Background: an optimization exercise with open tools, aiming at small area and a short achievable clock period. Do not read the settings as production practice.
No activity file was given, so power comes from the tool's default toggle rates.

==> inputs of build 60 <==
// ALU
module ALU(
input clk,
input [15:0] a, b,
input [3*8:0] op,
output [31:0] out
    );
wire [7:0] c0 = op[7:0], c1 = op[15:8], c2 = op[23:16];
wire z2  = (op[24:16] == 9'd0);          
wire z1  = z2 & (c1 == 8'd0);            
wire t3  = ~op[24];                      
wire is_mul  = z1 & (c0 == "*");
wire is_add  = z1 & (c0 == "+");
wire is_sub  = z1 & (c0 == "-");
wire is_not  = z1 & (c0 == "~");
wire is_or   = z1 & (c0 == "|");
wire is_and  = z1 & (c0 == "&");
wire is_xor  = z1 & (c0 == "^");
wire tl      = z2 & (c1 == "~");
wire is_nand = tl & (c0 == "&");
wire is_nor  = tl & (c0 == "|");
wire is_xnor = tl & (c0 == "^");
wire is_shl  = z2 & (c1 == "<") & (c0 == "<");
wire is_shr  = z2 & (c1 == ">") & (c0 == ">");
wire as_     = t3 & (c2 == "a") & (c1 == "s");
wire ro_     = t3 & (c2 == "r") & (c1 == "o");
wire is_asl  = as_ & (c0 == "l");
wire is_asr  = as_ & (c0 == "r");
wire is_rol  = ro_ & (c0 == "l");
wire is_ror  = ro_ & (c0 == "r");
wire is_cmp  = t3 & (c2 == "c") & (c1 == "m") & (c0 == "p");
wire sub = ~op[1] & (op[0] | ~op[2]);
wire [15:0] s, p, g;
wire co;
arithmetic AA1(.A(a), .B(b), .sub(sub), .S(s), .Cout(co), .p(p), .g(g));
wire ne = ~&p;                           
wire [31:0] m;
multiplier M(.clk(clk), .A1(a), .B1(b), .en(is_mul), .C(m));
wire as = is_add | is_sub;
logical L(.a(a), .p(p), .g(g), .s(s), .m(m[15:0]),
  .k_g(is_and | is_or | is_nand | is_nor),
  .k_p(is_or | is_xor | is_nor | is_xnor),
  .k_a(is_not),
  .inv(is_not | is_nand | is_nor | is_xnor),
  .as(as),
  .left(is_shl | is_asl | is_rol), .rol(is_rol),
  .right(is_shr | is_asr | is_ror), .asr(is_asr), .ror(is_ror),
  .mul(is_mul), .cmp(is_cmp), .co(co), .ne(ne),
  .x(out[15:0]));
assign out[16]    = (is_add & co) | (is_mul & m[16]);
assign out[31:17] = {15{is_mul}} & m[31:17];
endmodule
export LEC_CHECK = 0
export CAP_MARGIN = 20
export CORE_MARGIN = 2
export CORE_UTILIZATION = 40
export SLEW_MARGIN = 20
create_clock -name core_clock -period 28.0 [get_ports {clk}]
standard.sh (not shown) runs the stock make flow with config.mk's settings and CLKGATE_MAP_FILE= SYNTH_SCRIPT=/design/flow/synth_recipe.tcl, a recipe that flattens the netlist after the stock synthesis.
==> flow/flow/run.sh <==
#!/bin/bash
# Layout flow: the standard ORFS flow, with
#  - the generated multiplier and adder modules mapped gate for gate onto cells (flow/map_cells.py)
#    before synthesis, so Yosys keeps their adder structure as written;
#  - small port buffers and a timing-repair slack target.
set -euo pipefail
MARGIN=$(cat flow/margin.txt 2>/dev/null || echo 0)
BUF=$(cat flow/portbuf.txt 2>/dev/null || echo sky130_fd_sc_hd__buf_2)
python3 flow/map_cells.py design.v design_mapped.v > map_cells.log 2>&1
bash standard.sh "VERILOG_FILES=$PWD/design_mapped.v" "BUFFER_PORTS_ARGS=-buffer_cell $BUF" "SETUP_SLACK_MARGIN=$MARGIN" finish > standard.log 2>&1
==> flow/flow/margin.txt <==
0
Other scripts of this flow, unchanged in this note and not shown: flow/flow/map_cells.py
==> trial 92 (differences from build 60) <==
==> flow/flow/margin.txt (replaced) <==
14
==> results.txt <==
Total internal power: trial 92 109 µW; build 60 104 µW
Leak pwr: trial 92 0.00542 µW; build 60 0.00517 µW
Vias per cell: trial 92 5.83; build 60 5.79
Tot GR Track Use: trial 92 24.9%; build 60 24.5%
Detailed-route wire length: trial 92 29,700 µm; build 60 28,300 µm
Worst endpoint data arrival time: trial 92 8390 ps; build 60 9070 ps
CP max FO: trial 92 7; build 60 18
Share of power burned in combinational logic: trial 92 44.4%; build 60 33.7%
Cell Count, Final, Fillers Out: trial 92 1,414; build 60 1,379
Relative slew margins: trial 92 43.9%; build 60 47.1%
Status: trial 92 finished clean; build 60 finished clean
Met2 routing resource usage after global routing: trial 92 41.9%; build 60 39.9%
Routed length on met2: trial 92 14,500 µm; build 60 13,500 µm
Global-route track usage on met1: trial 92 33.3%; build 60 33.3%
Total Power Consumption: trial 92 186 µW; build 60 169 µW
HPWL after detailed placement: trial 92 20,700 µm; build 60 20,900 µm
Delay contributed by the slowest stage of the critical path: trial 92 350 ps; build 60 620 ps
Met3 Routed Length: trial 92 2430 µm; build 60 2480 µm
NetSw: trial 92 76.7 µW; build 60 64.8 µW
Highest clock frequency the design can meet: trial 92 0.0715 GHz; build 60 0.0682 GHz
Top power group: trial 92 combinational logic; build 60 the clock network
Final non-clock buffer share: trial 92 7.56%; build 60 4.82%
Function was not checked in any run of this note: the RTL went through the layout flow alone.

========
==> build 34: inputs <==
ALU, a different RTL version from the one above (not shown whole).
clock: 28.0 ns
lec_check: 0
cap_margin: 20
core_margin: 2
core_utilization: 40
slew_margin: 20
Scripts as last shown in full above: flow/flow/run.sh
Other scripts of this flow, unchanged in this note and not shown: flow/flow/map_cells.py
==> trial 52 (differences from build 34) <==
ABC_AREA = 1   (was not set)
==> notes <==
In trial 52 the worst hold slack is better than in build 34, by 27 ps. In count of clock-buffer cells in the layout, trial 52 and build 34 do not differ. In trial 52 the die area is higher than in build 34, by 2.3%. Routed wire length: trial 52 is smaller than build 34 (about 1%). Against build 34, the via count of trial 52 is larger by 3.1%. In trial 52 the total power is larger than in build 34, by 2.5%.
No run of this note included a check of the RTL's function; only the layout flow was run.

========
==> run E: inputs <==
ALU, a different RTL version from the one above (not shown whole).
export LEC_CHECK = 0
export CAP_MARGIN = 20
export CORE_MARGIN = 2
export CORE_UTILIZATION = 40
export SLEW_MARGIN = 20
create_clock -name core_clock -period 28.0 [get_ports {clk}]
==> flow/flow/margin.txt <==
13
Scripts as last shown in full above: flow/flow/run.sh
Other scripts of this flow, unchanged in this note and not shown: flow/flow/map_cells.py
==> inputs of run H, as changes to run E <==
==> flow/flow/margin.txt (replaced) <==
0
==> comparison <==
Critical path depth is the same in run E and run H. In sequential power, run E and run H hardly differ. Worst hold slack is about the same in run E and run H. Clock power is about the same in run E and run H. In run H the worst setup slack is worse than in run E, by 0.36 ns. In utilization, run H and run E hardly differ. Via count: run H is higher than run E (0.27%). In run H the maximum frequency is smaller than in run E, by about 2.4%. In synthesized area, run E and run H do not differ.
No run of this note included a check of the RTL's function; only the layout flow was run.

========
==> inputs of build 3 <==
ALU, a different RTL version from the one above (not shown whole).
==> flow/config.mk <==
export PLATFORM = sky130hd
export DESIGN_NAME = ALU
export DESIGN_NICKNAME = ALU
export VERILOG_FILES = /design/flow/design.v
export SDC_FILE = /design/flow/constraint.sdc
export NUM_CORES = 4
export LEC_CHECK = 0
export CAP_MARGIN = 20
export CORE_MARGIN = 2
export CORE_UTILIZATION = 40
export SLEW_MARGIN = 20
==> flow/constraint.sdc <==
create_clock -name core_clock -period 28.0 [get_ports {clk}]
set_input_delay 5.6000 -clock core_clock [delete_from_list [all_inputs] [get_ports {clk}]]
set_output_delay 5.6000 -clock core_clock [all_outputs]
set_load 0.01 [all_outputs]
Scripts as last shown in full above: flow/flow/run.sh
Other scripts of this flow, unchanged in this note and not shown: flow/flow/map_cells.py
==> trial 6: changes against build 3 <==
==> flow/flow/margin.txt (new file) <==
13.9
==> comparison <==
Against trial 6, the worst hold slack of build 3 is worse by 0.010 ns.
First-iteration DRC count: trial 6 is larger than build 3 (about 2.2%).
In trial 6 the core utilization is higher than in build 3, by 2.1 points.
Sequential power is about the same in build 3 and trial 6.
Count of clock-buffer cells in the layout is the same in build 3 and trial 6.
Between build 3 and trial 6, the lower maximum frequency is in build 3 (gap about 2.4%, measured against trial 6).
Of trial 6 and build 3, trial 6 has the higher global-route usage (gap 0.10 points).
Against build 3, the combinational power of trial 6 is higher by about 30%.
Build 3 finished with timing, DRC and antenna clean. Trial 6 went through all stages and came out clean.
No run of this note included a check of the RTL's function; only the layout flow was run.

========
==> try-tundra <==
ALU, a different RTL version from the one above (not shown whole).
clock: 28.0 ns
lec_check: 0
cap_margin: 20
core_margin: 2
core_utilization: 40
slew_margin: 20
==> flow/flow/map_cells.py <==
#!/usr/bin/env python3
"""Maps the generated modules of design.v (multiplier, arithmetic, logical) gate for gate onto sky130
cells before synthesis. In those modules each gate is one assign driving a net named KIND_N
(KIND_N_s / KIND_N_c for the sum and carry of an adder); KIND names the cell. Other lines are
kept; the multiplier's product register becomes dfxtp cells named as Yosys names them.
usage: map_cells.py design.v out.v"""
import re, sys

CELL = {
    'inv': ('inv_1', ['A'], ['Y']),
    'nand2': ('nand2_1', ['A', 'B'], ['Y']),
    'nor2': ('nor2_1', ['A', 'B'], ['Y']),
    'fa': ('fa_1', ['A', 'B', 'CIN'], ['SUM', 'COUT']),
    'ha': ('ha_1', ['A', 'B'], ['SUM', 'COUT']),
    'xor2': ('xor2_1', ['A', 'B'], ['X']),
    'xnor2': ('xnor2_1', ['A', 'B'], ['Y']),
    'a21oi': ('a21oi_1', ['A1', 'A2', 'B1'], ['Y']),
    'o21ai': ('o21ai_1', ['A1', 'A2', 'B1'], ['Y']),
    'a222oi': ('a222oi_1', ['A1', 'A2', 'B1', 'B2', 'C1', 'C2'], ['Y']),
    'a22oi': ('a22oi_1', ['A1', 'A2', 'B1', 'B2'], ['Y']),
    'nand3': ('nand3_1', ['A', 'B', 'C'], ['Y']),
    'and2': ('and2_1', ['A', 'B'], ['X']),
    'and2b': ('and2b_1', ['A_N', 'B'], ['X']),
    'nor3': ('nor3_1', ['A', 'B', 'C'], ['Y']),
    'nor4': ('nor4_1', ['A', 'B', 'C', 'D'], ['Y']),
    'nand4': ('nand4_1', ['A', 'B', 'C', 'D'], ['Y']),
    'a21o': ('a21o_1', ['A1', 'A2', 'B1'], ['X']),
}
# drive strength by fanout inside the module: (fanout at least, cell)
SIZES = {
    'inv': [(4, 'inv_2'), (8, 'inv_4')],
    'nand2': [(4, 'nand2_2')],
    'nor2': [(4, 'nor2_2'), (8, 'nor2_4')],
    'a21oi': [(4, 'a21oi_2'), (8, 'a21oi_4')],
    'o21ai': [(5, 'o21ai_2'), (9, 'o21ai_4')],
    'nor3': [(4, 'nor3_2'), (8, 'nor3_4')],
    'and2': [(4, 'and2_2'), (8, 'and2_4')],
}
IDENT = r'[A-Za-z_][A-Za-z0-9_]*(?:\s*\[\s*\d+\s*\])?'
GATE = re.compile(r'\s*assign\s+((' + '|'.join(CELL) + r')(?:X(\d+))?_(\d+)(?:_([sc]))?)\s*=\s*([^;]*);\s*$')


def map_module(mod):
    gates = {}
    out = []
    for line in mod.split('\n'):
        m = GATE.match(line)
        if not m:
            out.append(line)
            continue
        lhs, kind, size, idx, part, rhs = m.groups()
        ins = []
        for t in re.findall(IDENT, rhs):
            t = re.sub(r'\s+', '', t)
            if t not in ins:
                ins.append(t)
        e = gates.get(idx)
        if e is None:
            e = gates[idx] = {'kind': kind, 'size': size, 'ins': None, 'outs': {}, 'pos': len(out)}
            out.append(None)
        if part in (None, 's'):
            e['ins'] = ins
        e['outs'][part] = lhs
    fanout = {}
    for e in gates.values():
        for s in e['ins']:
            fanout[s] = fanout.get(s, 0) + 1
    for line in out:
        if line is not None and not line.lstrip().startswith('sky130'):
            for t in re.findall(IDENT, line):
                fanout[t] = fanout.get(t, 0) + 1
    for idx, e in gates.items():
        cell, ip, op = CELL[e['kind']]
        outs0 = list(e['outs'].values())
        fo = max(fanout.get(o, 0) for o in outs0)
        for lim, big in SIZES.get(e['kind'], []):
            if fo >= lim:
                cell = big
        if e['size']:
            cell = cell.rsplit('_', 1)[0] + '_' + e['size']
        assert len(e['ins']) == len(ip), (idx, e)
        outs = [e['outs'][None]] if None in e['outs'] else [e['outs']['s'], e['outs']['c']]
        pins = [f'.{p}({s})' for p, s in zip(ip, e['ins'])] + \
               [f'.{p}({s})' for p, s in zip(op, outs)]
        out[e['pos']] = f'sky130_fd_sc_hd__{cell} g{idx} (' + ', '.join(pins) + ');'
    text = '\n'.join(out)
    m = re.search(r'always\s*@\s*\(\s*posedge\s+clk\s*\)\s*C\s*<=\s*prod\s*;', text)
    if m:
        regs = '\n'.join(f'sky130_fd_sc_hd__dfxtp_1 \\C[{c}]$_DFF_P_  (.CLK(clk), .D(prod[{c}]), .Q(C[{c}]));'
                         for c in range(32))
        text = text[:m.start()] + regs + text[m.end():]
        text = re.sub(r'output\s+reg\s+\[31:0\]\s*C', 'output [31:0] C', text)
    return text, len(gates)


src = open(sys.argv[1]).read()
total = 0
for name in ('multiplier', 'arithmetic', 'logical'):
    m = re.search(r'module\s+' + name + r'\s*\(.*?\bendmodule\b', src, re.S)
    if m:
        text, n = map_module(m.group(0))
        src = src[:m.start()] + text + src[m.end():]
        total += n
open(sys.argv[2], 'w').write(src)
print(f'mapped {total} gates', file=sys.stderr)
Scripts as last shown in full above: flow/flow/run.sh
==> inputs of try-zinc, as changes to try-tundra <==
--- a/flow/design.v
+++ b/flow/design.v
@@ -1,13 +1,13 @@
-module logical(input [15:0] a, p, g, s, input [16:0] m, input k_g, k_p, k_a, inv, as, add, left, rol, right, asr, ror, mul, cmp, lt, ne, output [16:0] x);
+module logical(input [15:0] a, p, g, s, m, input k_g, k_p, k_a, inv, as, left, rol, right, asr, ror, mul, cmp, lt, ne, output [15:0] x);
 wire a222oi_20001, xor2_20002, a222oi_20003, a22oi_20004, nand3_20005, a222oi_20006, xor2_20007, a222oi_20008, a22oi_20009, nand3_20010, a222oi_20011, xor2_20012, a222oi_20013, a22oi_20014, nand3_20015, a222oi_20016;
 wire xor2_20017, a222oi_20018, a22oi_20019, nand3_20020, a222oi_20021, xor2_20022, a222oi_20023, a22oi_20024, nand3_20025, a222oi_20026, xor2_20027, a222oi_20028, a22oi_20029, nand3_20030, a222oi_20031, xor2_20032;
 wire a222oi_20033, a22oi_20034, nand3_20035, a222oi_20036, xor2_20037, a222oi_20038, a22oi_20039, nand3_20040, a222oi_20041, xor2_20042, a222oi_20043, a22oi_20044, nand3_20045, a222oi_20046, xor2_20047, a222oi_20048;
 wire a22oi_20049, nand3_20050, a222oi_20051, xor2_20052, a222oi_20053, a22oi_20054, nand3_20055, a222oi_20056, xor2_20057, a222oi_20058, a22oi_20059, nand3_20060, a222oi_20061, xor2_20062, a222oi_20063, a22oi_20064;
 wire nand3_20065, a222oi_20066, xor2_20067, a222oi_20068, a22oi_20069, nand3_20070, a222oi_20071, xor2_20072, a222oi_20073, a22oi_20074, nand3_20075, a222oi_20076, xor2_20077, a22oi_20078, a22oi_20079, a22oi_20080;
-wire nand4_20081, and2b_20082, a21o_20083;
+wire nand4_20081;
 assign a222oi_20001 = ~((k_g & g[0]) | (k_p & p[0]) | (k_a & a[0]));
 assign xor2_20002 = a222oi_20001 ^ inv;
 assign a222oi_20003 = ~((as & s[0]) | (rol & a[15]) | (right & a[1]));
 assign a22oi_20004 = ~((mul & m[0]) | (cmp & ne));
 assign nand3_20005 = ~(a222oi_20003 & a22oi_20004 & xor2_20002);
 assign a222oi_20006 = ~((k_g & g[1]) | (k_p & p[1]) | (k_a & a[1]));
@@ -83,26 +83,24 @@
 assign a222oi_20076 = ~((k_g & g[15]) | (k_p & p[15]) | (k_a & a[15]));
 assign xor2_20077 = a222oi_20076 ^ inv;
 assign a22oi_20078 = ~((as & s[15]) | (left & a[14]));
 assign a22oi_20079 = ~((mul & m[15]) | (cmp & lt));
 assign a22oi_20080 = ~((asr & a[15]) | (ror & a[0]));
 assign nand4_20081 = ~(a22oi_20078 & a22oi_20079 & a22oi_20080 & xor2_20077);
-assign and2b_20082 = ~lt & add;
-assign a21o_20083 = (mul & m[16]) | and2b_20082;
-assign x = {a21o_20083, nand4_20081, nand3_20075, nand3_20070, nand3_20065, nand3_20060, nand3_20055, nand3_20050, nand3_20045, nand3_20040, nand3_20035, nand3_20030, nand3_20025, nand3_20020, nand3_20015, nand3_20010, nand3_20005};
+assign x = {nand4_20081, nand3_20075, nand3_20070, nand3_20065, nand3_20060, nand3_20055, nand3_20050, nand3_20045, nand3_20040, nand3_20035, nand3_20030, nand3_20025, nand3_20020, nand3_20015, nand3_20010, nand3_20005};
 endmodule
-module arithmetic(input [15:0] A, input [15:0] B, input [2:0] o, output [15:0] S, output lt, output [15:0] p, output [15:0] g);
+module arithmetic(input [15:0] A, input [15:0] B, input [2:0] o, output [15:0] S, output Cout, output lt, output [15:0] p, output [15:0] g);
 wire inv_10001, a21oiX2_10002, a21oiX2_10003, a21oiX2_10004, a21oiX2_10005, xor2_10006, xor2_10007, and2b_10008, xor2_10009, xor2_10010, and2b_10011, xor2_10012, xor2_10013, and2b_10014, xor2_10015, xor2_10016;
 wire and2b_10017, xor2_10018, xor2_10019, and2b_10020, xor2_10021, xor2_10022, and2b_10023, xor2_10024, xor2_10025, and2b_10026, xor2_10027, xor2_10028, and2b_10029, xor2_10030, xor2_10031, and2b_10032;
 wire xor2_10033, xor2_10034, and2b_10035, xor2_10036, xor2_10037, and2b_10038, xor2_10039, xor2_10040, and2b_10041, xor2_10042, xor2_10043, and2b_10044, xor2_10045, xor2_10046, and2b_10047, xor2_10048;
 wire xor2_10049, and2b_10050, xor2_10051, xor2_10052, and2b_10053, a21oi_10054, a21oi_10055, nand2_10056, a21oi_10057, nand2_10058, a21oi_10059, nand2_10060, a21oi_10061, nand2_10062, a21oi_10063, nand2_10064;
 wire a21oi_10065, nand2_10066, a21oi_10067, nand2_10068, inv_10069, a21oi_10070, o21ai_10071, inv_10072, a21oi_10073, inv_10074, nand2_10075, o21ai_10076, nor2_10077, inv_10078, a21oi_10079, inv_10080;
 wire nand2_10081, o21ai_10082, nor2_10083, inv_10084, a21oi_10085, inv_10086, nand2_10087, o21ai_10088, nor2_10089, a21oi_10090, inv_10091, o21ai_10092, inv_10093, o21ai_10094, a21oi_10095, a21oi_10096;
 wire nand2_10097, inv_10098, o21ai_10099, inv_10100, nand2_10101, inv_10102, o21ai_10103, inv_10104, nand2_10105, a21oi_10106, nand2_10107, inv_10108, a21oi_10109, o21ai_10110, o21ai_10111, inv_10112;
 wire a21oi_10113, o21ai_10114, inv_10115, o21ai_10116, inv_10117, o21ai_10118, o21ai_10119, a21oiX4_10120, xor2_10121, xnor2_10122, xnor2_10123, xor2_10124, xnor2_10125, xor2_10126, xor2_10127, xnor2_10128;
-wire xnor2_10129, xor2_10130, xor2_10131, xnor2_10132, xor2_10133, xor2_10134, xor2_10135, xor2_10136;
+wire xnor2_10129, xor2_10130, xor2_10131, xnor2_10132, xor2_10133, xor2_10134, xor2_10135, xor2_10136, inv_10137;
 assign inv_10001 = ~o[0];
 assign a21oiX2_10002 = ~((inv_10001 & o[2]) | o[1]);
 assign a21oiX2_10003 = ~((inv_10001 & o[2]) | o[1]);
 assign a21oiX2_10004 = ~((inv_10001 & o[2]) | o[1]);
 assign a21oiX2_10005 = ~((inv_10001 & o[2]) | o[1]);
 assign xor2_10006 = A[0] ^ B[0];
@@ -233,13 +231,15 @@
 assign xor2_10131 = xor2_10037 ^ o21ai_10111;
 assign xnor2_10132 = ~(xor2_10040 ^ a21oi_10113);
 assign xor2_10133 = xor2_10043 ^ o21ai_10114;
 assign xor2_10134 = xor2_10046 ^ o21ai_10116;
 assign xor2_10135 = xor2_10049 ^ o21ai_10118;
 assign xor2_10136 = xor2_10052 ^ o21ai_10119;
+assign inv_10137 = ~a21oiX4_10120;
 assign S = {xor2_10136, xor2_10135, xor2_10134, xor2_10133, xnor2_10132, xor2_10131, xor2_10130, xnor2_10129, xnor2_10128, xor2_10127, xor2_10126, xnor2_10125, xor2_10124, xnor2_10123, xnor2_10122, xor2_10121};
+assign Cout = inv_10137;
 assign p = {xor2_10052, xor2_10049, xor2_10046, xor2_10043, xor2_10040, xor2_10037, xor2_10034, xor2_10031, xor2_10028, xor2_10025, xor2_10022, xor2_10019, xor2_10016, xor2_10013, xor2_10010, xor2_10007};
 assign g = {and2b_10053, and2b_10050, and2b_10047, and2b_10044, and2b_10041, and2b_10038, and2b_10035, and2b_10032, and2b_10029, and2b_10026, and2b_10023, and2b_10020, and2b_10017, and2b_10014, and2b_10011, and2b_10008};
 assign lt = a21oiX4_10120;
 endmodule
 module multiplier(input clk, input [15:0] A1, input [15:0] B1, input [24:0] op, output reg [31:0] C);
 wire nor4_1, nor4_2, nor4_3, nor4_4, nor4_5, nor2_6, nand4_7, nand2_8, nand3_9, nor3_10, inv_11, inv_12, inv_13, inv_14, inv_15, inv_16;
@@ -1206,24 +1206,25 @@
 wire is_asl  = as_ & (c0 == "l");
 wire is_asr  = as_ & (c0 == "r");
 wire is_rol  = ro_ & (c0 == "l");
 wire is_ror  = ro_ & (c0 == "r");
 wire is_cmp  = t3 & (c2 == "c") & (c1 == "m") & (c0 == "p");
 wire [15:0] s, p, g;
-wire lt;
-arithmetic AA1(.A(a), .B(b), .o(op[2:0]), .S(s), .lt(lt), .p(p), .g(g));
+wire co, lt;
+arithmetic AA1(.A(a), .B(b), .o(op[2:0]), .S(s), .Cout(co), .lt(lt), .p(p), .g(g));
 wire ne = ~&p;                           
 wire [31:0] m;
 multiplier M(.clk(clk), .A1(a), .B1(b), .op(op), .C(m));
 wire as = is_add | is_sub;
-logical L(.a(a), .p(p), .g(g), .s(s), .m(m[16:0]),
+logical L(.a(a), .p(p), .g(g), .s(s), .m(m[15:0]),
   .k_g(is_and | is_or | is_nand | is_nor),
   .k_p(is_or | is_xor | is_nor | is_xnor),
   .k_a(is_not),
   .inv(is_not | is_nand | is_nor | is_xnor),
-  .as(as), .add(is_add),
+  .as(as),
   .left(is_shl | is_asl | is_rol), .rol(is_rol),
   .right(is_shr | is_asr | is_ror), .asr(is_asr), .ror(is_ror),
   .mul(is_mul), .cmp(is_cmp), .lt(lt), .ne(ne),
-  .x(out[16:0]));
+  .x(out[15:0]));
+assign out[16]    = (is_add & co) | (is_mul & m[16]);
 assign out[31:17] = {15{is_mul}} & m[31:17];
 endmodule
--- a/flow/flow/map_cells.py
+++ b/flow/flow/map_cells.py
@@ -21,13 +21,12 @@
     'nand3': ('nand3_1', ['A', 'B', 'C'], ['Y']),
     'and2': ('and2_1', ['A', 'B'], ['X']),
     'and2b': ('and2b_1', ['A_N', 'B'], ['X']),
     'nor3': ('nor3_1', ['A', 'B', 'C'], ['Y']),
     'nor4': ('nor4_1', ['A', 'B', 'C', 'D'], ['Y']),
     'nand4': ('nand4_1', ['A', 'B', 'C', 'D'], ['Y']),
-    'a21o': ('a21o_1', ['A1', 'A2', 'B1'], ['X']),
 }
 # drive strength by fanout inside the module: (fanout at least, cell)
 SIZES = {
     'inv': [(4, 'inv_2'), (8, 'inv_4')],
     'nand2': [(4, 'nand2_2')],
     'nor2': [(4, 'nor2_2'), (8, 'nor2_4')],
==> flow/flow/portbuf.txt (new file) <==
sky130_fd_sc_hd__buf_1
==> notes <==
Sequential power is about the same in try-tundra and try-zinc.
Of try-tundra and try-zinc, try-zinc has the higher power (gap 3.8%, measured against try-zinc).
Against try-tundra, the clock-buffer cell count of try-zinc is higher by 1.
Utilization: try-tundra is higher than try-zinc (0.42 points).
Function was not checked in any run of this note: the RTL went through the layout flow alone.

-- re-timing with driven ports --
No port has a modelled driver above. Below, the same layouts with a new extraction and two added sets of constraints.
Step 1 assumes that a clkbuf_16 drives the clock port and a buf_2 every other input.
Step 2 adds t to the input delays and takes it off the output delays; t is the mean of the earliest and latest rising clock arrival at the registers after step 1. Input paths then give back, and output paths get back, about the clock's delay inside the block.
Slacks: ideal / step 1 / step 2; pairs: ideal / step 1.
run | shift t [ns] | setup WS [ns] | clock arrival spread, ns | worst register clock-pin slew, ns | worst data-port slew with drivers (ns)
build 60 | 0.341 | 13.335 / 13.312 / 13.312 | 0.012 / 0.011 | 0.06 / 0.06 | 0.06
trial 92 | 0.348 | 14.011 / 13.990 / 13.990 | 0.017 / 0.017 | 0.07 / 0.07 | 0.06
build 34 | 0.324 | 13.388 / 13.365 / 13.365 | 0.010 / 0.009 | 0.06 / 0.06 | 0.06
trial 52 | 0.328 | 13.521 / 13.496 / 13.496 | 0.009 / 0.009 | 0.07 / 0.07 | 0.04
run E | 0.327 | 13.362 / 13.340 / 13.340 | 0.010 / 0.009 | 0.06 / 0.06 | 0.07
run H | 0.327 | 13.002 / 12.979 / 12.979 | 0.011 / 0.011 | 0.06 / 0.06 | 0.07
build 3 | 0.325 | 13.629 / 13.603 / 13.603 | 0.005 / 0.005 | 0.06 / 0.06 | 0.04
trial 6 | 0.325 | 13.974 / 13.951 / 13.951 | 0.006 / 0.006 | 0.06 / 0.06 | 0.04
try-tundra | 0.323 | 13.523 / 13.503 / 13.503 | 0.007 / 0.007 | 0.06 / 0.06 | 0.04
try-zinc | 0.348 | 13.212 / 13.183 / 13.183 | 0.016 / 0.015 | 0.07 / 0.07 | 0.04
After both steps every run listed still meets setup and hold. The setup slack of try-zinc, which loses most, moves by -0.029 ns with the drivers and by -0.029 ns with both steps.
